This design comes from an exercise in tuning for small area on the open sky130 flow, not from production work.
Only simulation tests tie the RTL to the original design; equivalence was not proved.
Power is estimated from default activity; no workload was simulated.

## flow/design.v (module list and top-level ports; edited modules follow where they fit)
// module IKAOPLL_srlatch: 14 lines
// module IKAOPLL_dlatch: 10 lines
// module IKAOPLL_sr: 26 lines
// module IKAOPLL_timinggen: 109 lines
// module IKAOPLL_reg: 313 lines
// module IKAOPLL_rw_synchronizer: 47 lines
// module IKAOPLL_d9reg: 21 lines
// module IKAOPLL_instrom: 226 lines
// module IKAOPLL_lfo: 72 lines
// module IKAOPLL_pg: 163 lines
// module IKAOPLL_eg: 293 lines
// module IKAOPLL_op: 182 lines
// module IKAOPLL_logsinrom: 42 lines
// module IKAOPLL_exprom: 42 lines
// module IKAOPLL_dac: 74 lines
// module IKAOPLL: 230 lines
// module opll_top: 49 lines
module opll_top (
    input   wire                i_CLK,
    input   wire                i_IC_n,
    input   wire                i_ALTPATCH_EN,
    input   wire                i_CS_n,
    input   wire                i_WR_n,
    input   wire                i_A0,
    input   wire        [7:0]   i_D,
    output  wire        [1:0]   o_D,
    output  wire                o_D_OE,
    output  wire                o_DAC_EN_MO,
    output  wire                o_DAC_EN_RO,
    output  wire                o_IMP_NOFLUC_SIGN,
    output  wire        [7:0]   o_IMP_NOFLUC_MAG,
    output  wire signed [9:0]   o_IMP_FLUC_SIGNED_MO,
    output  wire signed [9:0]   o_IMP_FLUC_SIGNED_RO,
    input   wire signed [4:0]   i_ACC_SIGNED_MOVOL,
    input   wire signed [4:0]   i_ACC_SIGNED_ROVOL,
    output  wire                o_ACC_SIGNED_STRB,
    output  wire signed [15:0]  o_ACC_SIGNED
);
  // ...
==> flow/run.sh <==
#!/bin/bash
# synth_recipe.tcl (not shown) runs the flow's synth.tcl, then flattens the netlist and writes it again
# the make line also repeats each setting of config.mk as NAME=value (left out here)
make -C /OpenROAD-flow-scripts/flow DESIGN_CONFIG=/design/flow/config.mk WORK_HOME=/design/flow/orfs CLKGATE_MAP_FILE= SYNTH_SCRIPT=/design/flow/synth_recipe.tcl finish
==> flow/config.mk <==
export PLATFORM = sky130hd
export DESIGN_NAME = opll_top
export DESIGN_NICKNAME = opll_top
export VERILOG_FILES = /design/flow/design.v
export SDC_FILE = /design/flow/constraint.sdc
export NUM_CORES = 4
export LEC_CHECK = 0
export ABC_AREA = 1
export CAP_MARGIN = 20
export CORE_MARGIN = 2
export CORE_UTILIZATION = 50
export CTS_CLUSTER_DIAMETER = 100
export CTS_CLUSTER_SIZE = 24
export SLEW_MARGIN = 20
==> flow/constraint.sdc <==
create_clock -name core_clock -period 9.0 [get_ports {i_CLK}]
set_input_delay 1.8000 -clock core_clock [delete_from_list [all_inputs] [get_ports {i_CLK}]]
set_output_delay 1.8000 -clock core_clock [all_outputs]
set_load 0.01 [all_outputs]
==> results.sh, run 1 <==
export IMPL_cts_tree="built"
export IMPL_synthAdderAreaFrac_pct=8.71
export IMPL_status="finished clean"
export IMPL_first_iter_violations=3436
export IMPL_synthMuxAreaShare_pct=0
export IMPL_syn_inst=5868
export IMPL_swShare_pct=41.8
export IMPL_synth_most_common_cell="dfxtp_1"
export IMPL_top_power_group="combinational cells"
export IMPL_drt_total_wl_microns=145000
export IMPL_required_ns=9.42
export IMPL_cts_root_buf="clkbuf_16"
export IMPL_clk_path_buf_depth=3
export IMPL_n_all_buffers=112
export IMPL_final_util_pct=54.4
export IMPL_power_leakage_nw=27.7
export IMPL_clkSlewWorstSetupHoldPaths_ns=0.09
export IMPL_synth_top_family_by_area="simple AND/OR/NAND/NOR gates"
export IMPL_die_area_sq_um=121000
export IMPL_grt_pass1_wl_microns=227000
export IMPL_synth_avg_cell_area_sq_um=10.1
export IMPL_place_gp_congestion=1.01
export IMPL_die_x_microns=348
export IMPL_holdBufCountCts=0
export IMPL_crit_slowest_cell="xor2_1"
export IMPL_critPathKind="flop to flop"
export IMPL_p_per_area_nw_per_um2=419
export IMPL_place_hpwl_microns=106000
export IMPL_via_per_inst=5.36
export IMPL_finalSetupTns_ns=0
export IMPL_cts_htree_levels=3
export IMPL_syn_to_final_growth_pct=8.23
export IMPL_layout_drive_gt1_share_pct=3.33
export IMPL_reg_top3="u_IKAOPLL.u_PG.cur_ser (355), u_IKAOPLL.u_REG.d9_ser (216), u_IKAOPLL.u_EG.att_ser (142)"
==> module IKAOPLL_timinggen, before the edit <==
module IKAOPLL_timinggen #(parameter FULLY_SYNCHRONOUS = 1, parameter FAST_RESET = 0) (
    input   wire            i_EMUCLK,  
    input   wire            i_phiM_PCEN_n,
    input   wire            i_IC_n,
    output  wire            o_RST_n,
    output  wire            o_phi1_PCEN_n,  
    output  wire            o_phi1_NCEN_n,  
    output  wire            o_DAC_EN,
    output  wire    [3:0]   o_DSEL,  
    input   wire            i_RHYTHM_EN,
    output  wire            o_CYCLE_00, o_CYCLE_12, o_CYCLE_17, o_CYCLE_20, o_CYCLE_21,
    output  wire            o_CYCLE_D3_ZZ, o_CYCLE_D4, o_CYCLE_D4_ZZ,
    output  wire            o_MnC_SEL, o_INHIBIT_FDBK,
    output  reg             o_HH_TT_SEL,
    output  wire            o_MO_CTRL, o_RO_CTRL
);
wire            phi1ncen_n = o_phi1_NCEN_n;
wire            ic_n_zzzz;
reg             ic_n_negedge;  
wire            phi1_init = ic_n_negedge;
generate
if(FULLY_SYNCHRONOUS == 0) begin : FULLY_SYNCHRONOUS_0_reset_syncchain
    reg     [2:0]   ic_n_internal;
    always @(posedge i_EMUCLK) if(!i_phiM_PCEN_n) begin 
        ic_n_internal[0] <= i_IC_n; 
        ic_n_internal[2:1] <= ic_n_internal[1:0];  
    end
    always @(posedge i_EMUCLK) if(!i_phiM_PCEN_n) begin
        ic_n_negedge <= ic_n_internal[0] & ~ic_n_internal[2];
    end
    assign  ic_n_zzzz = ic_n_internal[1];
    assign  o_RST_n = ic_n_internal[2];
end
else begin : FULLY_SYNCHRONOUS_1_reset_syncchain
    reg     [4:0]   ic_n_internal;
    always @(posedge i_EMUCLK) if(!i_phiM_PCEN_n) begin 
        ic_n_internal[0] <= i_IC_n; 
        ic_n_internal[4:1] <= ic_n_internal[3:0];  
    end
    always @(posedge i_EMUCLK) if(!i_phiM_PCEN_n) begin
        ic_n_negedge <= ic_n_internal[2] & ~ic_n_internal[4];
    end
    assign  ic_n_zzzz = ic_n_internal[3];
    assign  o_RST_n = ic_n_internal[4];
end
endgenerate
reg     [3:0]   phisr;
wire            phi1p = phisr[1];
wire            phi1n = phisr[3];
assign          o_DAC_EN = phisr[0];
assign          o_DSEL = ~phisr;
generate
if(FAST_RESET == 0) begin : FAST_RESET_0_phi1gen
    always @(posedge i_EMUCLK) if(!i_phiM_PCEN_n) begin
        if(phi1_init)   phisr <= 4'b1111;  
        else      begin phisr[3:1] <= phisr[2:0]; phisr[0] <= ~&{phisr} & phisr[3]; end  
    end
end
else begin : FAST_RESET_1_phi1gen
    always @(posedge i_EMUCLK) if(!(i_phiM_PCEN_n & ic_n_zzzz)) begin
        if(phi1_init)   phisr <= 4'b1111;  
        else      begin phisr[3:1] <= phisr[2:0]; phisr[0] <= ~&{phisr} & phisr[3]; end  
    end
end
endgenerate
generate
if(FAST_RESET == 0) begin : FAST_RESET_0_cenout
    assign  o_phi1_PCEN_n = phi1p | i_phiM_PCEN_n;  
    assign  o_phi1_NCEN_n = phi1n | i_phiM_PCEN_n;
end
else begin : FAST_RESET_1_cenout
    assign  o_phi1_PCEN_n = (phi1p | i_phiM_PCEN_n | ic_n_negedge) & ic_n_zzzz;  
    assign  o_phi1_NCEN_n = (phi1n | i_phiM_PCEN_n | ic_n_negedge) & ic_n_zzzz;
end
endgenerate
reg     [2:0]   mcyccntr_lo;
reg     [1:0]   mcyccntr_hi;
wire    [4:0]   mc = {mcyccntr_hi, mcyccntr_lo};
always @(posedge i_EMUCLK) if(!phi1ncen_n || phi1_init) begin  
    if(phi1_init) begin
        mcyccntr_lo <= 3'd0;
        mcyccntr_hi <= 2'd0;
    end
    else begin
        mcyccntr_lo <= (mcyccntr_lo == 3'd5) ? 3'd0 : mcyccntr_lo + 3'd1;
        if(mcyccntr_lo == 3'd5) mcyccntr_hi <= (mcyccntr_hi == 2'd2) ? 2'd0 : mcyccntr_hi + 2'd1;
    end
end
assign  o_CYCLE_21 = mc == 5'd21;
assign  o_CYCLE_20 = mc == 5'd20;
assign  o_CYCLE_17 = mc == 5'd17;
assign  o_CYCLE_12 = mc == 5'd12;
assign  o_CYCLE_00 = mc == 5'd0;
reg     [1:0]   mc_d4_dly, mc_d3_dly;
assign  o_CYCLE_D4 = mc[4];
assign  o_CYCLE_D4_ZZ = mc_d4_dly[1];
assign  o_CYCLE_D3_ZZ = mc_d3_dly[1];
always @(posedge i_EMUCLK) if(!phi1ncen_n) begin
    mc_d4_dly[1] <= mc_d4_dly[0];
    mc_d4_dly[0] <= mc[4];
    mc_d3_dly[1] <= mc_d3_dly[0];
    mc_d3_dly[0] <= mc[3];
end
assign  o_MnC_SEL       =  &{(~mc[2] | mc[0]), (mc[2] | ~mc[1])};  
assign  o_INHIBIT_FDBK  = ~|{o_MnC_SEL, ((mc == 5'd20) & i_RHYTHM_EN), ((mc == 5'd19) & i_RHYTHM_EN)};
assign  o_MO_CTRL       = ~|{(i_RHYTHM_EN & o_CYCLE_D4_ZZ), ~o_MnC_SEL};
assign  o_RO_CTRL       =  &{(~o_MnC_SEL | o_CYCLE_D4_ZZ), ~(mc == 5'd18), ~(mc == 5'd12), i_RHYTHM_EN};  
always @(posedge i_EMUCLK) if(!phi1ncen_n) o_HH_TT_SEL <= &{o_MnC_SEL, ~((mc[4:1] == 4'b1000) & i_RHYTHM_EN)};
endmodule
==> module IKAOPLL_reg, before the edit <==
module IKAOPLL_reg #(parameter FULLY_SYNCHRONOUS = 1, parameter ALTPATCH_CONFIG_MODE = 0, parameter INSTROM_STYLE = 0) (
    input   wire            i_EMUCLK,  
    input   wire    [3:0]   i_DSEL,  
    input   wire            i_phiM_PCEN_n,
    input   wire            i_RST_n,
    input   wire            i_phi1_PCEN_n,  
    input   wire            i_phi1_NCEN_n,  
    input   wire            i_CS_n,
    input   wire            i_WR_n,
    input   wire            i_A0,
    input   wire    [7:0]   i_D,
    output  wire    [1:0]   o_D,
    output  wire            o_D_OE,
    input   wire            i_ALTPATCH_EN,
    input   wire            i_CYCLE_00, i_CYCLE_12, i_CYCLE_21, i_CYCLE_D3_ZZ, i_CYCLE_D4_ZZ, i_MnC_SEL,
    output  wire    [3:0]   o_TEST,
    output  wire            o_RHYTHM_EN,
    output  wire    [8:0]   o_FNUM,
    output  wire    [2:0]   o_BLOCK,
    output  reg             o_KON,
    output  wire            o_SUSEN,
    output  reg     [5:0]   o_TL,
    output  reg             o_DC, o_DM,
    output  reg     [2:0]   o_FB,
    output  reg             o_AM, o_PM, o_ETYP, o_KSR,
    output  reg     [3:0]   o_MUL,
    output  reg     [1:0]   o_KSL,
    output  wire    [3:0]   o_AR, o_DR, o_RR,
    output  reg     [3:0]   o_SL,
    output  wire            o_EG_ENVCNTR_TEST_DATA,
    input   wire    [9:0]   i_REG_TEST_PHASE,
    input   wire    [6:0]   i_REG_TEST_ATTNLV,
    input   wire    [8:0]   i_REG_TEST_SNDDATA
);
wire            emuclk = i_EMUCLK;
wire            phiMpcen_n = i_phiM_PCEN_n;
wire            phi1pcen_n = i_phi1_PCEN_n;
wire            phi1ncen_n = i_phi1_NCEN_n;
assign  o_D_OE = |{i_CS_n, ~i_WR_n, i_A0, ~i_RST_n};
wire            addrreg_wrrq, datareg_wrrq;
IKAOPLL_rw_synchronizer #(.FULLY_SYNCHRONOUS(FULLY_SYNCHRONOUS)) u_sync_addrreg(
    .i_EMUCLK(emuclk), .i_phiM_PCEN_n(phiMpcen_n), .i_phi1_PCEN_n(phi1pcen_n), .i_phi1_NCEN_n(phi1ncen_n),
    .i_RST_n(i_RST_n), .i_IN(~|{i_CS_n, i_WR_n, i_A0}), .o_OUT(addrreg_wrrq)
);
IKAOPLL_rw_synchronizer #(.FULLY_SYNCHRONOUS(FULLY_SYNCHRONOUS)) u_sync_datareg(
    .i_EMUCLK(emuclk), .i_phiM_PCEN_n(phiMpcen_n), .i_phi1_PCEN_n(phi1pcen_n), .i_phi1_NCEN_n(phi1ncen_n),
    .i_RST_n(i_RST_n), .i_IN(~|{i_CS_n, i_WR_n, ~i_A0}), .o_OUT(datareg_wrrq)
);
wire    [7:0]   dbus_inlatch;
assign  o_EG_ENVCNTR_TEST_DATA = dbus_inlatch[2];
generate
if(FULLY_SYNCHRONOUS == 0) begin : FULLY_SYNCHRONOUS_0_inlatch
wire    [7:0]   dbus_inlatch_temp;
IKAOPLL_dlatch #(.WIDTH(8)) u_dbus_inlatch_temp (
    .i_EN(~|{i_CS_n, i_WR_n, ~i_RST_n}), .i_D(i_D), .o_Q(dbus_inlatch_temp)
);
assign  dbus_inlatch = dbus_inlatch_temp;
end
else begin : FULLY_SYNCHRONOUS_1_inlatch
reg     [7:0]   din_syncchain[0:1];
reg     [1:0]   cs_n_syncchain, wr_n_syncchain;
reg     [7:0]   dbus_inlatch_temp;
wire            cs_n = cs_n_syncchain[1];
wire            wr_n = wr_n_syncchain[1];
wire    [7:0]   din = din_syncchain[1];
always @(posedge emuclk) begin
    din_syncchain[0] <= i_D;
    din_syncchain[1] <= din_syncchain[0];
    cs_n_syncchain[0] <= i_CS_n;
    cs_n_syncchain[1] <= cs_n_syncchain[0];
    wr_n_syncchain[0] <= i_WR_n;
    wr_n_syncchain[1] <= wr_n_syncchain[0];
    if(~|{cs_n, wr_n}) dbus_inlatch_temp <= din;
end
assign  dbus_inlatch = dbus_inlatch_temp;
end
endgenerate
reg     [7:0]   d1reg_addr;
always @(posedge emuclk) if(!phi1ncen_n) if(addrreg_wrrq) d1reg_addr <= dbus_inlatch;
reg     [1:0]   am_reg, pm_reg, etyp_reg, ksr_reg;
reg     [3:0]   mul_reg[0:1];
reg     [1:0]   ksl_reg[0:1];
reg     [3:0]   ar_reg[0:1];
reg     [3:0]   dr_reg[0:1];
reg     [3:0]   sl_reg[0:1];
reg     [3:0]   rr_reg[0:1];
reg     [5:0]   tl_reg;
reg             dc_reg, dm_reg;
reg     [2:0]   fb_reg;
reg     [3:0]   test_reg;
reg     [5:0]   rhythm_reg;
reg             altpatch_en_reg;
assign  o_TEST = test_reg;
assign  o_RHYTHM_EN = rhythm_reg[5];
always @(posedge emuclk)
begin
    if(!i_RST_n) begin
        am_reg <= 2'b00; pm_reg <= 2'b00; etyp_reg <= 2'b00; ksr_reg <= 2'b00;
        mul_reg[0] <= 4'd0; mul_reg[1] <= 4'd0;
        ksl_reg[0] <= 2'd0; ksl_reg[1] <= 2'd0;
        ar_reg[0] <= 4'd0; ar_reg[1] <= 4'd0;
        dr_reg[0] <= 4'd0; dr_reg[1] <= 4'd0;
        sl_reg[0] <= 4'd0; sl_reg[1] <= 4'd0;
        rr_reg[0] <= 4'd0; rr_reg[1] <= 4'd0;
        tl_reg <= 6'd0;
        dc_reg <= 1'b0; dm_reg <= 1'b0;
        fb_reg <= 1'b0;
        test_reg <= 4'b0000;
        rhythm_reg <= 6'b000000;
    end
    else begin if(!phi1ncen_n) begin
        if(datareg_wrrq) begin
                 if(d1reg_addr == 8'h0) {am_reg[0], pm_reg[0], etyp_reg[0], ksr_reg[0], mul_reg[0]} <= dbus_inlatch;
            else if(d1reg_addr == 8'h1) {am_reg[1], pm_reg[1], etyp_reg[1], ksr_reg[1], mul_reg[1]} <= dbus_inlatch;
            else if(d1reg_addr == 8'h2) {ksl_reg[0], tl_reg} <= dbus_inlatch;
            else if(d1reg_addr == 8'h3) {ksl_reg[1], dc_reg, dm_reg, fb_reg} <= {dbus_inlatch[7:6], dbus_inlatch[4:0]};
            else if(d1reg_addr == 8'h4) {ar_reg[0], dr_reg[0]} <= dbus_inlatch;
            else if(d1reg_addr == 8'h5) {ar_reg[1], dr_reg[1]} <= dbus_inlatch;
            else if(d1reg_addr == 8'h6) {sl_reg[0], rr_reg[0]} <= dbus_inlatch;
            else if(d1reg_addr == 8'h7) {sl_reg[1], rr_reg[1]} <= dbus_inlatch;
            else if(d1reg_addr == 8'hE) rhythm_reg <= dbus_inlatch[5:0];
            else if(d1reg_addr == 8'hF) {altpatch_en_reg, test_reg} <= dbus_inlatch[4:0];
        end
    end end
end
reg     [5:0]   d9reg_addr;
always @(posedge emuclk) if(!phi1ncen_n) if(addrreg_wrrq && dbus_inlatch[7:6] == 2'b00) d9reg_addr <= dbus_inlatch[5:0];
reg             d9reg_en;
always @(posedge emuclk) begin
    if(!i_RST_n) d9reg_en <= 1'b0;
    else begin if(!phi1ncen_n) begin
        if(addrreg_wrrq) d9reg_en <= dbus_inlatch[7:6] == 2'b00;
    end end
end
reg     [7:0]   d9reg_data;
always @(posedge emuclk) begin
    if(!i_RST_n) d9reg_data <= 8'h00;
    else begin if(!phi1ncen_n) begin
        if(d9reg_en && datareg_wrrq) d9reg_data <= dbus_inlatch;
    end end
end
reg     [4:0]   d9reg_addrcntr;
always @(posedge emuclk) if(!phi1ncen_n) begin
    if(i_CYCLE_21) d9reg_addrcntr <= 5'd0;
    else d9reg_addrcntr <= d9reg_addrcntr + 5'd1;
end
reg             d9reg_wrdata_queued_n;  
wire            trace_d9reg_addrcntr = ~|{~i_RST_n, addrreg_wrrq, d9reg_wrdata_queued_n};
always @(posedge emuclk) if(!phi1ncen_n) begin
    d9reg_wrdata_queued_n <= ~(trace_d9reg_addrcntr | (d9reg_en && datareg_wrrq));
end
wire            d9reg_addr_match = ~d9reg_addrcntr[4] & (d9reg_addrcntr[3:0] == d9reg_addr[3:0]) & trace_d9reg_addrcntr;
wire            reg10_18_en = ((d9reg_addr[5:4] == 2'b01) & d9reg_addr_match) | ~i_RST_n;
wire            reg20_28_en = ((d9reg_addr[5:4] == 2'b10) & d9reg_addr_match) | ~i_RST_n;
wire            reg30_38_en = ((d9reg_addr[5:4] == 2'b11) & d9reg_addr_match) | ~i_RST_n;
wire    [23:0]  d9_wdata = i_RST_n ? {2'b00, d9reg_data[7:4], d9reg_data[3:0], d9reg_data[5], d9reg_data[4], d9reg_data[3:1], d9reg_data[0], d9reg_data[7:0]} : 24'd0;
wire    [23:0]  d9_wen   = {{2{~i_RST_n}}, {8{reg30_38_en}}, {6{reg20_28_en}}, {8{reg10_18_en}}};
wire    [5:0]   d9_wdata_dig = ({6{i_DSEL[0]}} & d9_wdata[5:0])   | ({6{i_DSEL[1]}} & d9_wdata[11:6]) |
                               ({6{i_DSEL[2]}} & d9_wdata[17:12]) | ({6{i_DSEL[3]}} & d9_wdata[23:18]);
wire    [5:0]   d9_wen_dig   = ({6{i_DSEL[0]}} & d9_wen[5:0])     | ({6{i_DSEL[1]}} & d9_wen[11:6]) |
                               ({6{i_DSEL[2]}} & d9_wen[17:12])   | ({6{i_DSEL[3]}} & d9_wen[23:18]);
reg     [215:0] d9_ser;
wire    [5:0]   d9_ser_last = d9_ser[215:210];
always @(posedge emuclk) d9_ser <= {d9_ser[209:0], (d9_wen_dig & d9_wdata_dig) | (~d9_wen_dig & d9_ser_last)};
wire    [23:0]  d9_n_tap2 = {d9_ser[7*6+:6],  d9_ser[8*6+:6],  d9_ser[9*6+:6],  d9_ser[10*6+:6]};
wire    [23:0]  d9_n_tap5 = {d9_ser[19*6+:6], d9_ser[20*6+:6], d9_ser[21*6+:6], d9_ser[22*6+:6]};
wire    [23:0]  d9_n_tap8 = {d9_ser[31*6+:6], d9_ser[32*6+:6], d9_ser[33*6+:6], d9_ser[34*6+:6]};
wire    [23:0]  d9_p_tap2 = {d9_ser[5*6+:6],  d9_ser[6*6+:6],  d9_ser[7*6+:6],  d9_ser[8*6+:6]};
wire    [23:0]  d9_p_tap5 = {d9_ser[17*6+:6], d9_ser[18*6+:6], d9_ser[19*6+:6], d9_ser[20*6+:6]};
wire    [23:0]  d9_p_tap8 = {d9_ser[29*6+:6], d9_ser[30*6+:6], d9_ser[31*6+:6], d9_ser[32*6+:6]};
reg     [23:0]  d9_n_q, d9_p_q;
always @(*) begin
    case({i_CYCLE_D4_ZZ, i_CYCLE_D3_ZZ})
        2'd0: begin d9_n_q = d9_n_tap2; d9_p_q = d9_p_tap2; end
        2'd1: begin d9_n_q = d9_n_tap5; d9_p_q = d9_p_tap5; end
        2'd2: begin d9_n_q = d9_n_tap8; d9_p_q = d9_p_tap8; end
        2'd3: begin d9_n_q = 24'd0;     d9_p_q = 24'd0;     end
    endcase
end
wire            kon_reg;         
wire            kon_reg_p;       
wire    [3:0]   vol_reg, inst_reg;   
assign  o_FNUM[7:0] = d9_n_q[7:0];
assign  o_FNUM[8]   = d9_n_q[8];
assign  o_BLOCK     = d9_n_q[11:9];
assign  kon_reg     = d9_n_q[12];
assign  o_SUSEN     = d9_n_q[13];
assign  kon_reg_p   = d9_p_q[12];
assign  vol_reg     = d9_p_q[17:14];
assign  inst_reg    = d9_p_q[21:18];
reg             cyc13;
always @(posedge i_EMUCLK) if(!phi1ncen_n) cyc13 <= i_CYCLE_12;
wire            perc_proc_d = rhythm_reg[5] & cyc13;
reg     [4:0]   perc_proc;
always @(posedge i_EMUCLK) if(!phi1ncen_n) begin
    perc_proc[0] <= perc_proc_d;
    perc_proc[4:1] <= perc_proc[3:0];
end
wire            am_rom, pm_rom, etyp_rom, ksr_rom;
wire    [3:0]   mul_rom;
wire    [1:0]   ksl_rom;
wire    [3:0]   ar_rom;
wire    [3:0]   dr_rom;
wire    [3:0]   sl_rom;
wire    [3:0]   rr_rom;
wire    [5:0]   tl_rom;
wire            dc_rom, dm_rom;
wire    [2:0]   fb_rom;
IKAOPLL_instrom #(INSTROM_STYLE) u_instrom (
    .i_EMUCLK                   (emuclk                     ),
    .i_phi1_PCEN_n              (phi1pcen_n                 ),
    .i_ALTPATCH_EN              (ALTPATCH_CONFIG_MODE ? altpatch_en_reg : i_ALTPATCH_EN),
    .i_INST_ADDR                (inst_reg                   ),
    .i_BD0_SEL(perc_proc_d), .i_HH_SEL(perc_proc[0]), .i_TT_SEL(perc_proc[1]), .i_BD1_SEL(perc_proc[2]), .i_SD_SEL(perc_proc[3]), .i_TC_SEL(perc_proc[4]), 
    .i_MnC_SEL(i_MnC_SEL),
    .o_TL_ROM(tl_rom), .o_DC_ROM(dc_rom), .o_DM_ROM(dm_rom), .o_FB_ROM(fb_rom),
    .o_AM_ROM(am_rom), .o_PM_ROM(pm_rom), .o_ETYP_ROM(etyp_rom), .o_KSR_ROM(ksr_rom),
    .o_MUL_ROM(mul_rom), .o_KSL_ROM(ksl_rom),
    .o_AR_ROM(ar_rom), .o_DR_ROM(dr_rom), .o_SL_ROM(sl_rom), .o_RR_ROM(rr_rom)
);
always @(*) begin
    o_KON = (rhythm_reg[4] & perc_proc_d) |
            (rhythm_reg[0] & perc_proc[0]) |
            (rhythm_reg[2] & perc_proc[1]) |
            (rhythm_reg[4] & perc_proc[2]) |
            (rhythm_reg[3] & perc_proc[3]) | 
            (rhythm_reg[1] & perc_proc[4]) | 
            kon_reg;
end
wire            kon_p = (rhythm_reg[4] & perc_proc_d) |
                        (rhythm_reg[0] & perc_proc[0]) |
                        (rhythm_reg[2] & perc_proc[1]) |
                        (rhythm_reg[4] & perc_proc[2]) |
                        (rhythm_reg[3] & perc_proc[3]) | 
                        (rhythm_reg[1] & perc_proc[4]) | 
                        kon_reg_p;
wire            cust_inst_sel = ~|{perc_proc_d, perc_proc[0], perc_proc[1], perc_proc[2], perc_proc[3], perc_proc[4]} & inst_reg == 4'h0;
reg             m_nc_sel_z, cust_inst_sel_z;
always @(posedge i_EMUCLK) if(!phi1pcen_n) begin  
    m_nc_sel_z <= i_MnC_SEL;
    cust_inst_sel_z <= cust_inst_sel;
end
wire            reg_mod_oe = cust_inst_sel_z &  m_nc_sel_z;  
wire            reg_car_oe = cust_inst_sel_z & ~m_nc_sel_z;  
wire            fdbk_reg_oe = cust_inst_sel_z;  
wire            vol_latch_oe = ~m_nc_sel_z;  
reg             inst_latch_oe;
always @(posedge i_EMUCLK) if(!phi1pcen_n) inst_latch_oe <= perc_proc[0] | perc_proc[1];
wire            rom_general_oe = ~cust_inst_sel_z;
wire            tl_rom_oe = ~|{inst_latch_oe, reg_mod_oe, vol_latch_oe};
reg     [3:0]   vol_reg_latch, inst_reg_latch;
always @(posedge i_EMUCLK) if(!phi1pcen_n) vol_reg_latch <= vol_reg;
always @(posedge i_EMUCLK) if(!phi1pcen_n) inst_reg_latch <= inst_reg;
reg             kon_z;
always @(posedge i_EMUCLK) if(!phi1pcen_n) begin
    kon_z <= kon_p;
end
wire            force_egparam_zero = ~inst_latch_oe & m_nc_sel_z & ~kon_z;
reg     [3:0]   ar_muxed, dr_muxed, rr_muxed;
assign  o_AR = force_egparam_zero ? 4'd0 : ar_muxed;
assign  o_DR = force_egparam_zero ? 4'd0 : dr_muxed;
assign  o_RR = force_egparam_zero ? 4'd0 : rr_muxed;
always @(*) begin
    case({tl_rom_oe, reg_mod_oe, vol_latch_oe, inst_latch_oe})
        4'b1000: o_TL = tl_rom;
        4'b0100: o_TL = tl_reg;
        4'b0010: o_TL = {vol_reg_latch, 2'b00};
        4'b0001: o_TL = {inst_reg_latch, 2'b00};
        default: o_TL = {6{1'b0}};
    endcase
    case({rom_general_oe, fdbk_reg_oe})
        2'b10:   begin o_DC = dc_rom; o_DM = dm_rom; o_FB = fb_rom; end
        2'b01:   begin o_DC = dc_reg; o_DM = dm_reg; o_FB = fb_reg; end
        default: begin o_DC = 1'b0; o_DM = 1'b0; o_FB = {3{1'b0}}; end
    endcase
    case({rom_general_oe, reg_mod_oe, reg_car_oe})
        3'b100: begin
            o_AM = am_rom; o_PM = pm_rom; o_ETYP = etyp_rom; o_KSR = ksr_rom;
            o_MUL = mul_rom;
            o_KSL = ksl_rom;
            ar_muxed = ar_rom; dr_muxed = dr_rom; rr_muxed = rr_rom; o_SL = sl_rom; 
        end
        3'b010: begin
            o_AM = am_reg[0]; o_PM = pm_reg[0]; o_ETYP = etyp_reg[0]; o_KSR = ksr_reg[0];
            o_MUL = mul_reg[0];
            o_KSL = ksl_reg[0];
            ar_muxed = ar_reg[0]; dr_muxed = dr_reg[0]; rr_muxed = rr_reg[0]; o_SL = sl_reg[0]; 
        end
        3'b001: begin
            o_AM = am_reg[1]; o_PM = pm_reg[1]; o_ETYP = etyp_reg[1]; o_KSR = ksr_reg[1];
            o_MUL = mul_reg[1];
            o_KSL = ksl_reg[1];
            ar_muxed = ar_reg[1]; dr_muxed = dr_reg[1]; rr_muxed = rr_reg[1]; o_SL = sl_reg[1]; 
        end
        default: begin
            o_AM = 1'b0; o_PM = 1'b0; o_ETYP = 1'b0; o_KSR = 1'b0;
            o_MUL = {4{1'b0}};
            o_KSL = {2{1'b0}};
            ar_muxed = {4{1'b0}}; dr_muxed = {4{1'b0}}; rr_muxed = {4{1'b0}}; o_SL = {4{1'b0}}; 
        end
    endcase
end
reg     [16:0]  d0_testreg;
reg     [8:0]   d1_testreg;
assign  o_D[0] = d0_testreg[0];
assign  o_D[1] = d1_testreg[8];
always @(posedge emuclk) if(!phi1ncen_n) begin
    if(i_CYCLE_00) d0_testreg <= {i_REG_TEST_ATTNLV, i_REG_TEST_PHASE};
    else d0_testreg <= d0_testreg >> 1;
    if(i_CYCLE_00) d1_testreg <= i_REG_TEST_SNDDATA;
    else d1_testreg <= d1_testreg << 1;
end
endmodule
==> module IKAOPLL_dac, before the edit <==
module IKAOPLL_dac (
    input   wire            i_EMUCLK,  
    input   wire            i_RST_n,
    input   wire            i_phi1_NCEN_n,  
    input   wire            i_DAC_EN, i_CYCLE_00, i_MO_CTRL, i_RO_CTRL, i_INHIBIT_FDBK,
    input   wire            i_RHYTHM_EN,
    output  wire    [8:0]   o_REG_TEST_SNDDATA,
    input   wire    [8:0]   i_DAC_OPDATA,
    output  wire                o_DAC_EN_MO,
    output  wire                o_DAC_EN_RO,
    output  wire                o_IMP_NOFLUC_SIGN,
    output  wire        [7:0]   o_IMP_NOFLUC_MAG,
    output  wire signed [9:0]   o_IMP_FLUC_SIGNED_MO,    
    output  wire signed [9:0]   o_IMP_FLUC_SIGNED_RO,
    input   wire signed [4:0]   i_ACC_SIGNED_MOVOL,
    input   wire signed [4:0]   i_ACC_SIGNED_ROVOL,
    output  reg                 o_ACC_SIGNED_STRB,
    output  reg  signed [15:0]  o_ACC_SIGNED
);
wire            emuclk = i_EMUCLK;
wire            phi1ncen_n = i_phi1_NCEN_n;
wire            perc_sr_shift_n = ~(~i_RHYTHM_EN | i_RO_CTRL) & i_RST_n;
wire    [8:0]   perc_sr_q;
wire    [8:0]   perc_sr_d = i_INHIBIT_FDBK ? ((i_RHYTHM_EN & i_RST_n) ? perc_sr_q : 9'd0) : i_DAC_OPDATA;
IKAOPLL_sr #(.WIDTH(9), .LENGTH(5)) u_percussion_sr
(.i_EMUCLK(emuclk), .i_CEN_n(phi1ncen_n | perc_sr_shift_n), .i_D(perc_sr_d), .o_Q_LAST(perc_sr_q),
 .o_Q_TAP0(), .o_Q_TAP1(), .o_Q_TAP2());
reg     [8:0]   snddata_signmag;
assign  o_REG_TEST_SNDDATA = snddata_signmag;
always @(posedge emuclk) if(!phi1ncen_n) begin
    snddata_signmag[8] <= perc_sr_d[8];
    snddata_signmag[7:0] <= perc_sr_d[8] ? ~perc_sr_d[7:0] : perc_sr_d[7:0];
end
reg             mo_ctrl_z, ro_ctrl_z;
wire            fm_dac_en = mo_ctrl_z & i_DAC_EN;
wire            perc_dac_en = ro_ctrl_z & i_DAC_EN;
assign  o_DAC_EN_MO = fm_dac_en;
assign  o_DAC_EN_RO = perc_dac_en;
always @(posedge emuclk) if(!phi1ncen_n) begin
    mo_ctrl_z <= i_MO_CTRL;
    ro_ctrl_z <= i_RO_CTRL;
end
assign  o_IMP_NOFLUC_SIGN = snddata_signmag[8];
assign  o_IMP_NOFLUC_MAG = snddata_signmag[7:0];
wire signed [9:0]   dac_out = snddata_signmag[8] ? {2'b11, ~snddata_signmag[7:0]}: {2'b00, snddata_signmag[7:0]} + 10'b1;
wire signed [9:0]   dac_zlv = snddata_signmag[8] ? 10'h3FF : 10'h1;  
assign  o_IMP_FLUC_SIGNED_MO = fm_dac_en   ? dac_out : dac_zlv;
assign  o_IMP_FLUC_SIGNED_RO = perc_dac_en ? dac_out : dac_zlv;
reg         [2:0]   cyc0_dly;
reg                 dac_acc_en;
reg signed  [16:0]  dac_acc;
always @(posedge emuclk) if(!phi1ncen_n) begin
    cyc0_dly[0] <= i_CYCLE_00;
    cyc0_dly[2:1] <= cyc0_dly[1:0];
    dac_acc_en <= ~i_INHIBIT_FDBK;
    if(cyc0_dly[2]) begin
        dac_acc <= 17'sd0;
             if(dac_acc >  17'sd32767) o_ACC_SIGNED <= 16'sd32767;
        else if(dac_acc < -17'sd32768) o_ACC_SIGNED <= -16'sd32768;
        else o_ACC_SIGNED <= dac_acc[15:0];
    end
    else begin if(dac_acc_en) begin
        if(ro_ctrl_z) dac_acc <= dac_acc + ($signed(snddata_signmag[8] ? {1'b1, ~snddata_signmag[7:0]} : {1'b0, snddata_signmag[7:0]}) * i_ACC_SIGNED_ROVOL);
        else          dac_acc <= dac_acc + ($signed(snddata_signmag[8] ? {1'b1, ~snddata_signmag[7:0]} : {1'b0, snddata_signmag[7:0]}) * i_ACC_SIGNED_MOVOL);
    end end
end
reg     [4:0]   dac_acc_outcyc;
always @(posedge emuclk) if(!phi1ncen_n) begin
    if(cyc0_dly[2]) dac_acc_outcyc <= 5'd0;
    else dac_acc_outcyc <= dac_acc_outcyc + 5'd1;
    if(dac_acc_outcyc == 5'd1) o_ACC_SIGNED_STRB <= 1'b1;
    else if(dac_acc_outcyc == 5'd10) o_ACC_SIGNED_STRB <= 1'b0;
end
endmodule
==> run 2, diff against run 1 <==
--- a/flow/design.v
+++ b/flow/design.v
@@ -56,7 +56,8 @@
     output  wire            o_phi1_PCEN_n,  
     output  wire            o_phi1_NCEN_n,  
     output  wire            o_DAC_EN,
-    output  wire    [3:0]   o_DSEL,  
+    output  wire    [3:0]   o_DSEL,
+    output  wire    [4:0]   o_MC,  
     input   wire            i_RHYTHM_EN,
     output  wire            o_CYCLE_00, o_CYCLE_12, o_CYCLE_17, o_CYCLE_20, o_CYCLE_21,
     output  wire            o_CYCLE_D3_ZZ, o_CYCLE_D4, o_CYCLE_D4_ZZ,
@@ -126,6 +127,7 @@
 reg     [2:0]   mcyccntr_lo;
 reg     [1:0]   mcyccntr_hi;
 wire    [4:0]   mc = {mcyccntr_hi, mcyccntr_lo};
+assign  o_MC = mc;
 always @(posedge i_EMUCLK) if(!phi1ncen_n || phi1_init) begin  
     if(phi1_init) begin
         mcyccntr_lo <= 3'd0;
@@ -160,6 +162,8 @@
 module IKAOPLL_reg #(parameter FULLY_SYNCHRONOUS = 1, parameter ALTPATCH_CONFIG_MODE = 0, parameter INSTROM_STYLE = 0) (
     input   wire            i_EMUCLK,  
     input   wire    [3:0]   i_DSEL,  
+    input   wire            i_START_ATTACK,
+    output  wire            o_START_ATTACK_DLY13,
     input   wire            i_phiM_PCEN_n,
     input   wire            i_RST_n,
     input   wire            i_phi1_PCEN_n,  
@@ -251,36 +255,30 @@
 reg             altpatch_en_reg;
 assign  o_TEST = test_reg;
 assign  o_RHYTHM_EN = rhythm_reg[5];
-always @(posedge emuclk)
-begin
-    if(!i_RST_n) begin
-        am_reg <= 2'b00; pm_reg <= 2'b00; etyp_reg <= 2'b00; ksr_reg <= 2'b00;
-        mul_reg[0] <= 4'd0; mul_reg[1] <= 4'd0;
-        ksl_reg[0] <= 2'd0; ksl_reg[1] <= 2'd0;
-        ar_reg[0] <= 4'd0; ar_reg[1] <= 4'd0;
-        dr_reg[0] <= 4'd0; dr_reg[1] <= 4'd0;
-        sl_reg[0] <= 4'd0; sl_reg[1] <= 4'd0;
-        rr_reg[0] <= 4'd0; rr_reg[1] <= 4'd0;
-        tl_reg <= 6'd0;
-        dc_reg <= 1'b0; dm_reg <= 1'b0;
-        fb_reg <= 1'b0;
-        test_reg <= 4'b0000;
-        rhythm_reg <= 6'b000000;
-    end
-    else begin if(!phi1ncen_n) begin
-        if(datareg_wrrq) begin
-                 if(d1reg_addr == 8'h0) {am_reg[0], pm_reg[0], etyp_reg[0], ksr_reg[0], mul_reg[0]} <= dbus_inlatch;
-            else if(d1reg_addr == 8'h1) {am_reg[1], pm_reg[1], etyp_reg[1], ksr_reg[1], mul_reg[1]} <= dbus_inlatch;
-            else if(d1reg_addr == 8'h2) {ksl_reg[0], tl_reg} <= dbus_inlatch;
-            else if(d1reg_addr == 8'h3) {ksl_reg[1], dc_reg, dm_reg, fb_reg} <= {dbus_inlatch[7:6], dbus_inlatch[4:0]};
-            else if(d1reg_addr == 8'h4) {ar_reg[0], dr_reg[0]} <= dbus_inlatch;
-            else if(d1reg_addr == 8'h5) {ar_reg[1], dr_reg[1]} <= dbus_inlatch;
-            else if(d1reg_addr == 8'h6) {sl_reg[0], rr_reg[0]} <= dbus_inlatch;
-            else if(d1reg_addr == 8'h7) {sl_reg[1], rr_reg[1]} <= dbus_inlatch;
-            else if(d1reg_addr == 8'hE) rhythm_reg <= dbus_inlatch[5:0];
-            else if(d1reg_addr == 8'hF) {altpatch_en_reg, test_reg} <= dbus_inlatch[4:0];
-        end
-    end end
+wire            d1_we = ~phi1ncen_n & datareg_wrrq;
+wire    [7:0]   d1_wd = i_RST_n ? dbus_inlatch : 8'h00;
+wire    [9:0]   d1_en;
+assign  d1_en[0] = ~i_RST_n | (d1_we & d1reg_addr == 8'h0);
+assign  d1_en[1] = ~i_RST_n | (d1_we & d1reg_addr == 8'h1);
+assign  d1_en[2] = ~i_RST_n | (d1_we & d1reg_addr == 8'h2);
+assign  d1_en[3] = ~i_RST_n | (d1_we & d1reg_addr == 8'h3);
+assign  d1_en[4] = ~i_RST_n | (d1_we & d1reg_addr == 8'h4);
+assign  d1_en[5] = ~i_RST_n | (d1_we & d1reg_addr == 8'h5);
+assign  d1_en[6] = ~i_RST_n | (d1_we & d1reg_addr == 8'h6);
+assign  d1_en[7] = ~i_RST_n | (d1_we & d1reg_addr == 8'h7);
+assign  d1_en[8] = ~i_RST_n | (d1_we & d1reg_addr == 8'hE);
+assign  d1_en[9] = ~i_RST_n | (d1_we & d1reg_addr == 8'hF);
+always @(posedge emuclk) begin
+    if(d1_en[0]) {am_reg[0], pm_reg[0], etyp_reg[0], ksr_reg[0], mul_reg[0]} <= d1_wd;
+    if(d1_en[1]) {am_reg[1], pm_reg[1], etyp_reg[1], ksr_reg[1], mul_reg[1]} <= d1_wd;
+    if(d1_en[2]) {ksl_reg[0], tl_reg} <= d1_wd;
+    if(d1_en[3]) {ksl_reg[1], dc_reg, dm_reg, fb_reg} <= {d1_wd[7:6], d1_wd[4:0]};
+    if(d1_en[4]) {ar_reg[0], dr_reg[0]} <= d1_wd;
+    if(d1_en[5]) {ar_reg[1], dr_reg[1]} <= d1_wd;
+    if(d1_en[6]) {sl_reg[0], rr_reg[0]} <= d1_wd;
+    if(d1_en[7]) {sl_reg[1], rr_reg[1]} <= d1_wd;
+    if(d1_en[8]) rhythm_reg <= d1_wd[5:0];
+    if(d1_en[9]) test_reg <= d1_wd[3:0];
 end
 reg     [5:0]   d9reg_addr;
 always @(posedge emuclk) if(!phi1ncen_n) if(addrreg_wrrq && dbus_inlatch[7:6] == 2'b00) d9reg_addr <= dbus_inlatch[5:0];
@@ -312,15 +310,16 @@
 wire            reg10_18_en = ((d9reg_addr[5:4] == 2'b01) & d9reg_addr_match) | ~i_RST_n;
 wire            reg20_28_en = ((d9reg_addr[5:4] == 2'b10) & d9reg_addr_match) | ~i_RST_n;
 wire            reg30_38_en = ((d9reg_addr[5:4] == 2'b11) & d9reg_addr_match) | ~i_RST_n;
-wire    [23:0]  d9_wdata = i_RST_n ? {2'b00, d9reg_data[7:4], d9reg_data[3:0], d9reg_data[5], d9reg_data[4], d9reg_data[3:1], d9reg_data[0], d9reg_data[7:0]} : 24'd0;
-wire    [23:0]  d9_wen   = {{2{~i_RST_n}}, {8{reg30_38_en}}, {6{reg20_28_en}}, {8{reg10_18_en}}};
+reg     [215:0] d9_ser;
+wire    [5:0]   d9_ser_last = d9_ser[215:210];
+assign  o_START_ATTACK_DLY13 = d9_ser[19*6+5];
+wire    [23:0]  d9_wdata = i_RST_n ? {d9_ser_last[4], i_START_ATTACK, d9reg_data[7:4], d9reg_data[3:0], d9reg_data[5], d9reg_data[4], d9reg_data[3:1], d9reg_data[0], d9reg_data[7:0]} : 24'd0;
+wire    [23:0]  d9_wen   = {2'b11, {8{reg30_38_en}}, {6{reg20_28_en}}, {8{reg10_18_en}}};
 wire    [5:0]   d9_wdata_dig = ({6{i_DSEL[0]}} & d9_wdata[5:0])   | ({6{i_DSEL[1]}} & d9_wdata[11:6]) |
                                ({6{i_DSEL[2]}} & d9_wdata[17:12]) | ({6{i_DSEL[3]}} & d9_wdata[23:18]);
 wire    [5:0]   d9_wen_dig   = ({6{i_DSEL[0]}} & d9_wen[5:0])     | ({6{i_DSEL[1]}} & d9_wen[11:6]) |
                                ({6{i_DSEL[2]}} & d9_wen[17:12])   | ({6{i_DSEL[3]}} & d9_wen[23:18]);
-reg     [215:0] d9_ser;
-wire    [5:0]   d9_ser_last = d9_ser[215:210];
-always @(posedge emuclk) d9_ser <= {d9_ser[209:0], (d9_wen_dig & d9_wdata_dig) | (~d9_wen_dig & d9_ser_last)};
+always @(posedge emuclk) d9_ser <= {d9_ser[209:0], i_RST_n ? ((d9_wen_dig & d9_wdata_dig) | (~d9_wen_dig & d9_ser_last)) : 6'd0};
 wire    [23:0]  d9_n_tap2 = {d9_ser[7*6+:6],  d9_ser[8*6+:6],  d9_ser[9*6+:6],  d9_ser[10*6+:6]};
 wire    [23:0]  d9_n_tap5 = {d9_ser[19*6+:6], d9_ser[20*6+:6], d9_ser[21*6+:6], d9_ser[22*6+:6]};
 wire    [23:0]  d9_n_tap8 = {d9_ser[31*6+:6], d9_ser[32*6+:6], d9_ser[33*6+:6], d9_ser[34*6+:6]};
@@ -851,7 +850,10 @@
     input   wire    [2:0]   i_PMVAL,
     input   wire    [3:0]   i_MUL,
     input   wire            i_PG_PHASE_RST,
-    output  wire    [9:0]   o_OP_PHASE
+    output  wire    [9:0]   o_OP_PHASE,
+    input   wire            i_ENVSTAT1_CYC2R,
+    output  wire            o_ENVSTAT1_CYC17R,
+    output  wire            o_ENVSTAT1_CYC19R
 );
 wire            emuclk = i_EMUCLK;
 wire            phi1pcen_n = i_phi1_PCEN_n;
@@ -904,11 +906,7 @@
         default: cyc1c_mul = cyc0r_mul;
     endcase
 end
-wire    [19:0]  phase_out_ext = {1'b0, cyc18r_phase_sr_out};
-wire    [4:0]   prev_dig_raw = ({5{i_DSEL[0]}} & phase_out_ext[4:0]) |
-                               ({5{i_DSEL[1]}} & phase_out_ext[9:5]) |
-                               ({5{i_DSEL[2]}} & phase_out_ext[14:10]) |
-                               ({5{i_DSEL[3]}} & phase_out_ext[19:15]);
+wire    [4:0]   prev_dig_raw = {cur_ser[71*5+4] & ~i_DSEL[3], cur_ser[71*5+:4]};  
 wire    [4:0]   prev_dig = (i_PG_PHASE_RST | i_TEST[2]) ? 5'd0 : prev_dig_raw;
 wire            mul_zero = cyc1c_mul == 4'd0;
 wire    [19:0]  mul_x = mul_zero ? {4'b0000, cyc1c_blockshifter1[16:1]} : {3'b000, cyc1c_blockshifter1};
@@ -919,16 +917,20 @@
                             ({5{i_DSEL[3]}} & mul_x[19:15]);
 reg     [3:0]   mul_carry;
 wire    [8:0]   mul_prod = mul_x_dig * mul_m + (mul_carry & {4{~i_DSEL[0]}});
-always @(posedge emuclk) mul_carry <= mul_prod[8:5];
+always @(posedge emuclk) mul_carry <= i_RST_n ? mul_prod[8:5] : 4'd0;
 wire    [4:0]   mul_dig = {mul_prod[4] & ~i_DSEL[3], mul_prod[3:0]};  
 reg             sum_carry;
 wire    [5:0]   sum_dig = mul_dig + prev_dig + (sum_carry & ~i_DSEL[0]);
-always @(posedge emuclk) sum_carry <= sum_dig[5];
-reg     [354:0] cur_ser;
-always @(posedge emuclk) cur_ser <= {cur_ser[349:0], (i_RST_n ? sum_dig[4:0] : 5'd0)};
-reg     [18:0]  cyc18r_phase_reg;
-always @(posedge emuclk) if(!phi1ncen_n) cyc18r_phase_reg <= {cur_ser[67*5+:4], cur_ser[68*5+:5], cur_ser[69*5+:5], cur_ser[70*5+:5]};
-assign  cyc18r_phase_sr_out = cyc18r_phase_reg;
+always @(posedge emuclk) sum_carry <= i_RST_n & sum_dig[5];
+reg     [369:0] cur_ser;
+wire    [4:0]   cur_ser_d = {(i_DSEL[3] ? ~i_ENVSTAT1_CYC2R : sum_dig[4]), sum_dig[3:0]};
+always @(posedge emuclk) cur_ser <= {cur_ser[364:0], (i_RST_n ? cur_ser_d : 5'd0)};
+assign  o_ENVSTAT1_CYC17R = ~cur_ser[59*5+4];
+assign  o_ENVSTAT1_CYC19R = ~cur_ser[67*5+4];
+wire    [18:0]  cyc18p_phase = {cur_ser[69*5+:4], cur_ser[70*5+:5], cur_ser[71*5+:5], cur_ser[72*5+:5]};
+wire    [18:9]  cyc18n_phase = {cur_ser[71*5+:4], cur_ser[72*5+:5], cur_ser[73*5+4]};
+assign  cyc18r_phase_sr_out[18:9] = i_DSEL[1] ? cyc18p_phase[18:9] : cyc18n_phase;
+assign  cyc18r_phase_sr_out[8:0] = cyc18p_phase[8:0];  
 wire            hh_phase_en = i_CYCLE_17 & i_RHYTHM_EN;
 wire            sd_phase_en = i_CYCLE_20 & i_RHYTHM_EN;
 wire            tc_phase_en = i_CYCLE_21 & i_RHYTHM_EN;
@@ -1001,6 +1003,7 @@
 endmodule
 module IKAOPLL_eg (
     input   wire            i_EMUCLK,  
+    input   wire    [4:0]   i_MC,  
     input   wire    [3:0]   i_DSEL,  
     input   wire            i_RST_n,
     input   wire            i_phi1_PCEN_n,  
@@ -1021,7 +1024,12 @@
     input   wire            i_EG_ENVCNTR_TEST_DATA,
     output  wire            o_PG_PHASE_RST,
     output  wire    [6:0]   o_OP_ATTNLV,
-    output  wire            o_OP_ATTNLV_MAX
+    output  wire            o_OP_ATTNLV_MAX,
+    output  reg             o_ENVSTAT1_CYC2R,
+    output  wire            o_START_ATTACK,
+    input   wire            i_START_ATTACK_DLY13,
+    input   wire            i_ENVSTAT1_CYC17R,
+    input   wire            i_ENVSTAT1_CYC19R
 );
 wire            emuclk = i_EMUCLK;
 wire            phi1pcen_n = i_phi1_PCEN_n;
@@ -1051,25 +1059,41 @@
 always @(posedge emuclk) if(!phi1pcen_n) if(serial_val_latch) debug_envcntr <= envcntr_sr[16:0];
 reg             rst_z;
 reg             det_one;
-reg     [16:0]  zb_sr;
+reg     [3:0]   zb_pos;
+reg     [3:0]   cyc_idx;
+always @(*) begin
+    case(i_MC)
+        5'd1:  cyc_idx = 4'd1;
+        5'd2:  cyc_idx = 4'd2;
+        5'd3:  cyc_idx = 4'd3;
+        5'd4:  cyc_idx = 4'd4;
+        5'd5:  cyc_idx = 4'd5;
+        5'd8:  cyc_idx = 4'd6;
+        5'd9:  cyc_idx = 4'd7;
+        5'd10: cyc_idx = 4'd8;
+        5'd11: cyc_idx = 4'd9;
+        5'd12: cyc_idx = 4'd10;
+        5'd13: cyc_idx = 4'd11;
+        5'd16: cyc_idx = 4'd12;
+        5'd17: cyc_idx = 4'd13;
+        default: cyc_idx = 4'd0;
+    endcase
+end
 always @(posedge emuclk) if(!phi1ncen_n) begin
     rst_z <= ~i_RST_n;
     det_one <= ~(~(i_CYCLE_00 | rst_z) & (envcntr_sr[17] | ~det_one));
-    zb_sr[16] <= det_one & envcntr_sr[17];
-    zb_sr[15:0] <= zb_sr[16:1];
+    if(i_CYCLE_00) zb_pos <= 4'd0;
+    else if(det_one & envcntr_sr[17]) zb_pos <= cyc_idx;
 end
 reg     [3:0]   conseczerobitcntr;
 always @(posedge emuclk) if(!phi1pcen_n) if(serial_val_latch) begin
-    conseczerobitcntr[3] <= zb_sr[7] | zb_sr[8] | zb_sr[9] | zb_sr[10] | zb_sr[11] | zb_sr[12];
-    conseczerobitcntr[2] <= zb_sr[3] | zb_sr[4] | zb_sr[5] | zb_sr[6]  | zb_sr[11] | zb_sr[12];
-    conseczerobitcntr[1] <= zb_sr[1] | zb_sr[2] | zb_sr[5] | zb_sr[6]  | zb_sr[9]  | zb_sr[10];
-    conseczerobitcntr[0] <= zb_sr[0] | zb_sr[2] | zb_sr[4] | zb_sr[6]  | zb_sr[8]  | zb_sr[10] | zb_sr[12];
+    conseczerobitcntr <= zb_pos;
 end
 wire    [1:0]   cyc2c_next_envstat;
 wire    [1:0]   cyc17r_envstat, cyc19r_envstat;
-IKAOPLL_sr #(.WIDTH(1), .LENGTH(18), .TAP0(16)) u_cyc2r_cyc19r_envstatreg
-(.i_EMUCLK(i_EMUCLK), .i_CEN_n(i_phi1_NCEN_n), .i_D(cyc2c_next_envstat[1]), .o_Q_TAP0(cyc17r_envstat[1]), .o_Q_LAST(cyc19r_envstat[1]),
- .o_Q_TAP1(), .o_Q_TAP2());
+always @(posedge emuclk) if(!phi1ncen_n) o_ENVSTAT1_CYC2R <= cyc2c_next_envstat[1];
+assign  cyc17r_envstat[1] = i_ENVSTAT1_CYC17R;
+assign  cyc19r_envstat[1] = i_ENVSTAT1_CYC19R;
 wire            cyc2c_decay_end, cyc2c_attnlv_min, cyc18c_attnlv_quite;  
 reg             cyc18r_kon, cyc19r_kon;
 reg             cyc18r_attnlv_quite, cyc19r_attnlv_quite;
@@ -1085,11 +1109,11 @@
     cyc18r_start_attack <= cyc18c_start_attack;
     cyc19r_start_attack <= cyc18r_start_attack;
 end
-reg     [14:0]  hh_tt_start_attack_dly;  
-assign  o_PG_PHASE_RST = i_HH_TT_SEL ? hh_tt_start_attack_dly[14] : cyc18r_start_attack;
+reg             hh_tt_start_attack_dly14;  
+assign  o_START_ATTACK = cyc18r_start_attack;
+assign  o_PG_PHASE_RST = i_HH_TT_SEL ? hh_tt_start_attack_dly14 : cyc18r_start_attack;
 always @(posedge emuclk) if(!phi1ncen_n) begin
-    hh_tt_start_attack_dly[0] <= cyc18r_start_attack;
-    hh_tt_start_attack_dly[14:1] <= hh_tt_start_attack_dly[13:0];
+    hh_tt_start_attack_dly14 <= i_START_ATTACK_DLY13;
 end
 wire    [1:0]   envstat_masked = cyc17r_envstat & {2{~cyc18c_start_attack}};
 assign  cyc2c_next_envstat[1] = |{~i_RST_n,
@@ -1180,7 +1204,7 @@
                           i_DSEL[1] ? att_word[3:2] :
                           i_DSEL[2] ? att_word[5:4] : att_word[7:6];
 reg     [141:0] att_ser;
-always @(posedge emuclk) att_ser <= {att_ser[139:0], att_dig};
+always @(posedge emuclk) att_ser <= {att_ser[139:0], (i_RST_n ? att_dig : 2'b11)};
 wire    [7:0]   cyc17r_att_word = {att_ser[59*2+:2], att_ser[60*2+:2], att_ser[61*2+:2], att_ser[62*2+:2]};
 wire    [7:0]   cyc18r_att_word = {att_ser[63*2+:2], att_ser[64*2+:2], att_ser[65*2+:2], att_ser[66*2+:2]};
 wire    [7:0]   cyc19r_att_word = {att_ser[67*2+:2], att_ser[68*2+:2], att_ser[69*2+:2], att_ser[70*2+:2]};
@@ -1609,6 +1633,7 @@
 reg         [2:0]   cyc0_dly;
 reg                 dac_acc_en;
 reg signed  [16:0]  dac_acc;
+wire signed [4:0]   acc_vol = ro_ctrl_z ? i_ACC_SIGNED_ROVOL : i_ACC_SIGNED_MOVOL;
 always @(posedge emuclk) if(!phi1ncen_n) begin
     cyc0_dly[0] <= i_CYCLE_00;
     cyc0_dly[2:1] <= cyc0_dly[1:0];
@@ -1620,8 +1645,7 @@
         else o_ACC_SIGNED <= dac_acc[15:0];
     end
     else begin if(dac_acc_en) begin
-        if(ro_ctrl_z) dac_acc <= dac_acc + ($signed(snddata_signmag[8] ? {1'b1, ~snddata_signmag[7:0]} : {1'b0, snddata_signmag[7:0]}) * i_ACC_SIGNED_ROVOL);
-        else          dac_acc <= dac_acc + ($signed(snddata_signmag[8] ? {1'b1, ~snddata_signmag[7:0]} : {1'b0, snddata_signmag[7:0]}) * i_ACC_SIGNED_MOVOL);
+        dac_acc <= dac_acc + ($signed(snddata_signmag[8] ? {1'b1, ~snddata_signmag[7:0]} : {1'b0, snddata_signmag[7:0]}) * acc_vol);
     end end
 end
 reg     [4:0]   dac_acc_outcyc;
@@ -1662,6 +1686,7 @@
 wire            emuclk = i_XIN_EMUCLK;
 wire            phi1pcen_n, phi1ncen_n, dac_en;
 wire    [3:0]   dsel;
+wire    [4:0]   mc;
 wire            rst_n;
 wire            cycle_00, cycle_12, cycle_17, cycle_20, cycle_21;
 wire            cycle_d4, cycle_d3_zz, cycle_d4_zz;
@@ -1684,6 +1709,8 @@
 wire    [2:0]   pmval;  
 wire    [3:0]   amval;
 wire            pg_phase_rst;
+wire            envstat1_cyc2r, envstat1_cyc17r, envstat1_cyc19r;
+wire            eg_start_attack, eg_start_attack_dly13;
 wire    [9:0]   op_phase;
 wire    [6:0]   op_attnlv;
 wire            op_attnlv_max;
@@ -1697,6 +1724,7 @@
     .o_phi1_NCEN_n              (phi1ncen_n                 ),
     .o_DAC_EN                   (dac_en                     ),
     .o_DSEL                     (dsel                       ),
+    .o_MC                       (mc                         ),
     .i_RHYTHM_EN                (rhythm_en                  ),
     .o_CYCLE_00                 (cycle_00                   ), 
     .o_CYCLE_12                 (cycle_12                   ), 
@@ -1714,6 +1742,8 @@
 );
 IKAOPLL_reg #(.FULLY_SYNCHRONOUS(FULLY_SYNCHRONOUS), .ALTPATCH_CONFIG_MODE(ALTPATCH_CONFIG_MODE), .INSTROM_STYLE(0)) u_REG (
     .i_EMUCLK                   (emuclk                     ),
+    .i_START_ATTACK             (eg_start_attack            ),
+    .o_START_ATTACK_DLY13       (eg_start_attack_dly13      ),
     .i_DSEL                     (dsel                       ),
     .i_phiM_PCEN_n              (i_phiM_PCEN_n              ),
     .i_RST_n                    (rst_n                      ),
@@ -1787,10 +1817,14 @@
     .i_PMVAL                    (pmval                      ),
     .i_MUL                      (mul                        ),
     .i_PG_PHASE_RST             (pg_phase_rst               ),
-    .o_OP_PHASE                 (op_phase                   )
+    .o_OP_PHASE                 (op_phase                   ),
+    .i_ENVSTAT1_CYC2R           (envstat1_cyc2r             ),
+    .o_ENVSTAT1_CYC17R          (envstat1_cyc17r            ),
+    .o_ENVSTAT1_CYC19R          (envstat1_cyc19r            )
 );
 IKAOPLL_eg u_EG (
     .i_EMUCLK                   (emuclk                     ),
+    .i_MC                       (mc                         ),
     .i_DSEL                     (dsel                       ),
     .i_RST_n                    (rst_n                      ),
     .i_phi1_PCEN_n              (phi1pcen_n                 ),
@@ -1817,7 +1851,12 @@
     .i_EG_ENVCNTR_TEST_DATA     (eg_envcntr_test_data       ),
     .o_PG_PHASE_RST             (pg_phase_rst               ),
     .o_OP_ATTNLV                (op_attnlv                  ),
-    .o_OP_ATTNLV_MAX            (op_attnlv_max              )
+    .o_OP_ATTNLV_MAX            (op_attnlv_max              ),
+    .o_ENVSTAT1_CYC2R           (envstat1_cyc2r             ),
+    .o_START_ATTACK             (eg_start_attack            ),
+    .i_START_ATTACK_DLY13       (eg_start_attack_dly13      ),
+    .i_ENVSTAT1_CYC17R          (envstat1_cyc17r            ),
+    .i_ENVSTAT1_CYC19R          (envstat1_cyc19r            )
 );
 IKAOPLL_op u_OP (
     .i_EMUCLK                   (emuclk                     ),
==> flow/flow/run.sh (new file) <==
#!/bin/bash
set -e
export BUFFER_PORTS_ARGS="-buffer_cell sky130_fd_sc_hd__buf_1"
export CTS_ARGS="-sink_clustering_enable -repair_clock_nets -sink_clustering_size 28 -sink_clustering_max_diameter 90 -dont_use_dummy_load"
bash standard.sh > standard.log 2>&1
==> flow/standard.sh (new file) <==
#!/bin/bash
# synth_recipe.tcl (not shown) runs the flow's synth.tcl, then flattens the netlist and writes it again
# the make line also repeats each setting of config.mk as NAME=value (left out here)
make -C /OpenROAD-flow-scripts/flow DESIGN_CONFIG=/design/flow/config.mk WORK_HOME=/design/flow/orfs CLKGATE_MAP_FILE= SYNTH_SCRIPT=/design/flow/synth_recipe.tcl "${@:-finish}"
--- a/flow/config.mk
+++ b/flow/config.mk
@@ -9,6 +9,6 @@
 export CAP_MARGIN = 20
 export CORE_MARGIN = 2
 export CORE_UTILIZATION = 50
-export CTS_CLUSTER_DIAMETER = 100
-export CTS_CLUSTER_SIZE = 24
+export CTS_CLUSTER_DIAMETER = 90
+export CTS_CLUSTER_SIZE = 28
 export SLEW_MARGIN = 20
removed: flow/run.sh
==> results.sh, run 2 <==
export IMPL_antenna_found_initial=2
export IMPL_r2r_start="u_IKAOPLL.u_LFO.pm_cntr[2]"
export IMPL_die_h_microns=337
export IMPL_dpl_instance_area_sq_um=57300
export IMPL_relSlewSlack_pct=29.8
export IMPL_largest_register="u_IKAOPLL.u_PG.cur_ser"
export IMPL_hold_depth=0
export IMPL_crit_path_max_fanout=8
export IMPL_synth_flop_cell="dfxtp_1"
export IMPL_min_to="u_IKAOPLL.u_REG.d9_ser[24]"
export IMPL_timing_hold_ws_ns=0.246
export IMPL_cts_tree="built"
export IMPL_syn_inst=5430
export IMPL_clock_sinks=1491
export IMPL_busiest_layer="met2"
export IMPL_finalSetupTns_ns=0
export IMPL_cap_viol_max_count=0
export IMPL_design_area_sq_um=59100
export IMPL_required_ns=9.54
export IMPL_swShare_pct=40.9
export IMPL_cts_root_buf="clkbuf_16"
export IMPL_met1_usage_pct=32.4
export IMPL_final_cell_mix="nand2_1 (1,060), dfxtp_1 (1,014), inv_1 (577)"
export IMPL_syn_nets=5708
export IMPL_io_pins=75
export IMPL_layout_drive_gt1_share_pct=3.44
export IMPL_holdBufCountCts=0
export IMPL_clk_path_buf_depth=3
export IMPL_cp_data_arrival_time_ns=7.33
export IMPL_grt_max_degree=135
export IMPL_ys_top_cells_by_count="nand2_1 (1,061), dfxtp_1 (1,015), inv_1 (578)"
export IMPL_path_common_cell="nand2_1"
export IMPL_first_iter_violations=3369
export IMPL_rows=122
export IMPL_synth_edf_count=476
export IMPL_drtAntennaViolNets=0
export IMPL_tightestPinTransition_ns=1.04
export IMPL_critPathKind="flop to flop"
export IMPL_worst_hold_startpoint="u_IKAOPLL.u_REG.d9_ser[18]"
export IMPL_insertion_delay_ns=0.68
export IMPL_seq_power_share_pct=41.1
export IMPL_die_x_microns=337
export IMPL_ys_ff_latch=1491
export IMPL_place_hpwl_microns=99100
export IMPL_rsz0062_at_grt="false"
export IMPL_crit_slowest_cell="fa_1"
export IMPL_grt_pass1_vias=35600
export IMPL_seq_area_frac_synth_pct=62.5
export IMPL_power_frac_clock_pct=13.8
export IMPL_r2r_slack_ns=2.21
export IMPL_yosysTopAreaCell="dfxtp_1"
export IMPL_p_int_mw=14.1
export IMPL_clock_skew_final_ns=0.0939
export IMPL_die_area_sq_um=113000
export IMPL_combinationalPowerShare_pct=45.1
export IMPL_drc_errors=0
export IMPL_async_reset_ff_share_pct=0
export IMPL_via_per_inst=5.35
export IMPL_hp_class="flop to flop"
export IMPL_grtUsageTotal_pct=23.7
export IMPL_synth_avg_cell_area_sq_um=10.2
export IMPL_nets=5776
export IMPL_cts_htree_levels=3
export IMPL_place_gp_congestion=0.977
export IMPL_period_share_pct=75.5
export IMPL_via_count=37400
export IMPL_met3_usage_pct=2.82
export IMPL_diodes=0
export IMPL_clkSlewWorstSetupHoldPaths_ns=0.10
export IMPL_syn_area_sq_um=55400
export IMPL_largest_reg_flops=366
export IMPL_synth_cell_type_count=66
export IMPL_period_minus_slack_ns=6.79
export IMPL_yosysTopAreaCellShare_pct=36.7
export IMPL_grt_pass1_wl_microns=206000
export IMPL_dp_slack_ns=2.13
export IMPL_p_per_area_nw_per_um2=404
export IMPL_final_common_cell="nand2_1"
export IMPL_post_cts_setup_buffer_count=0
export IMPL_status="finished clean"
export IMPL_drt_first_pass_iters=6
export IMPL_finalSetupViolCount=0
export IMPL_synth_most_common_cell="nand2_1"
export IMPL_placement_io_buffers=74
export IMPL_cpPeakStageDelay_ns=0.54
export IMPL_core_area_sq_um=110000
export IMPL_yosysWarnings=24
export IMPL_syn_to_final_growth_pct=6.62
export IMPL_worst_slack_ns=2.21
export IMPL_vdd_ir_drop_max_mv=0.490
export IMPL_r2r_end="u_IKAOPLL.u_PG.cur_ser[4]"
export IMPL_cts_made_buffers=69
export IMPL_reg_top3="u_IKAOPLL.u_PG.cur_ser (366), u_IKAOPLL.u_REG.d9_ser (216), u_IKAOPLL.u_EG.att_ser (142)"
export IMPL_p_sw_mw=9.76
export IMPL_use_met2_pct=38.4
export IMPL_cts_resized_gates=0
export IMPL_endpoint_kind="flop"
export IMPL_r2r_cells=35
export IMPL_start_util_pct=50.3
export IMPL_num_fill_cells=9997
export IMPL_synth_area_leaders="dfxtp_1 (37%), edfxtp_1 (26%), nand2_1 (7.2%)"
export IMPL_slew_violations=0
export IMPL_critPathLaunchType="flop"
export IMPL_hold_violations=0
export IMPL_power_leakage_nw=25.6
export IMPL_grt_overflow=0
export IMPL_drt_total_wl_microns=135000
export IMPL_clock_fmax_ghz=0.147
export IMPL_drt_wirelength_per_cell_microns=19.3
[run 2: cell types whose count changed after synthesis, moves of 31 or more]
cell	change
fa_1	-50
ha_1	-32
clkbuf_1	-31
dfxtp_1	-62
inv_1	-68
o21ai_0	-103
a21oi_1	-95
[run 2: area by class of cell]
| class | instances | area, sq um | area share (%) |
|---|---|---|---|
| Multi-Input combinational cell | 3219 | 18000 | 30.5 |
| Inverter | 601 | 2270 | 3.84 |
| Clock buffer | 69 | 1730 | 2.92 |
| Sequential cell | 1491 | 34600 | 58.6 |
| Timing Repair Buffer | 116 | 593 | 1.00 |
| Tap cell | 1488 | 1860 | 3.15 |
[run 2: through the flow]
| step | power (mW) | cells | util, % |
|---|---|---|---|
| global route | 25.9 | 6984 | 53.6 |
| CTS | 24.0 | 6984 | 53.6 |
| finish | 23.8 | 6984 | 53.6 |
| global placement | 20.5 | 6915 | 52.0 |
| detailed placement | 20.6 | 6915 | 52.0 |
| floorplan | 17.5 | 5430 | - |
[run 2: routing by layer]
layer,vias up,wire [microns]
met5,-,0
met4,0,5850
met3,318,7260
met2,1253,61400
met1,17600,60100
li1,18100,-
[run 2: cell families after synthesis]
kind of cell / Yosys count / share of synthesized area (%)
DFF: 1491 / 62.5
adders and majority gates: 254 / 6.75
and+or+nand+nor: 2143 / 16.6
muxes: 2 / 0.0361
buffers and inverters: 720 / 5.08
xor gates and xnor gates: 88 / 1.43
AOI/OAI and AO/OA: 732 / 7.64
[run 2: power by group through the flow]
| stage | sequential, mW | clock [mW] | combinational, mW |
|---|---|---|---|
| 6_report | 9.80 | 3.30 | 10.7 |
| 5_1_grt | 9.99 | 3.65 | 12.2 |
| 4_1_cts | 9.82 | 3.43 | 10.7 |
| 3_5_place_dp | 9.95 | 0 | 10.6 |
| 3_3_place_gp | 9.93 | 0 | 10.6 |
| 2_1_floorplan | 9.62 | 0 | 7.90 |
[run 2: worst max-delay path, delay by kind of cell (launching register included)]
kind / cells / cell delay (ns)
simple gates: 13 / 1.14
buf+inv: 6 / 0.52
xor+xnor: 1 / 0.15
flops: 1 / 0.42
fa+ha+maj: 8 / 3.23
compound gates: 7 / 1.18
[run 2: worst max path at each step]
| stage | start | endpoint | cells past startpoint |
|---|---|---|---|
| after floorplan | u_IKAOPLL.u_TIMINGGEN.phisr[3] | u_IKAOPLL.u_PG.noise_lfsr[11] | 6 |
| after global placement | i_ACC_SIGNED_MOVOL[4] | u_IKAOPLL.u_DAC.dac_acc[15] | 22 |
| after detailed placement | i_ACC_SIGNED_MOVOL[4] | u_IKAOPLL.u_DAC.dac_acc[15] | 22 |
| after CTS | u_IKAOPLL.u_LFO.pm_cntr[2] | u_IKAOPLL.u_PG.cur_ser[4] | 35 |
| after global routing | u_IKAOPLL.u_LFO.pm_cntr[2] | u_IKAOPLL.u_PG.cur_ser[4] | 35 |
| final | u_IKAOPLL.u_LFO.pm_cntr[2] | u_IKAOPLL.u_PG.cur_ser[4] | 35 |

[separate check: timing with driven ports]
Ports are ideal in the flow. The routed layouts listed here were re-timed in OpenROAD.
Step 1: set_driving_cell puts a clkbuf_16 on i_CLK and a buf_2 on each other input, an assumption about the parent block.
Step 2 moves the port delays by t, midway between the first and last clock arrival at a register: inputs arrive t later, outputs are due t later. That takes back most of the time a late clock gives input paths.
Slacks: ideal ports / drivers / drivers and shift; pairs: ideal ports / drivers.
run | t, ns | setup slack, ns | worst setup path after step 2 | clock arrival spread, ns | worst data-port slew with drivers (ns)
run 1 | 0.766 | 1.850 / 1.850 / 1.850 | register to register | 0.063 / 0.063 | 0.05
run 2 | 0.715 | 2.205 / 2.205 / 2.026 | input to register | 0.105 / 0.106 | 0.11
After both steps setup and hold are still met in every run listed. The setup slack of run 2, which loses most, moves by 0.000 ns with the drivers and by -0.179 ns with both steps.
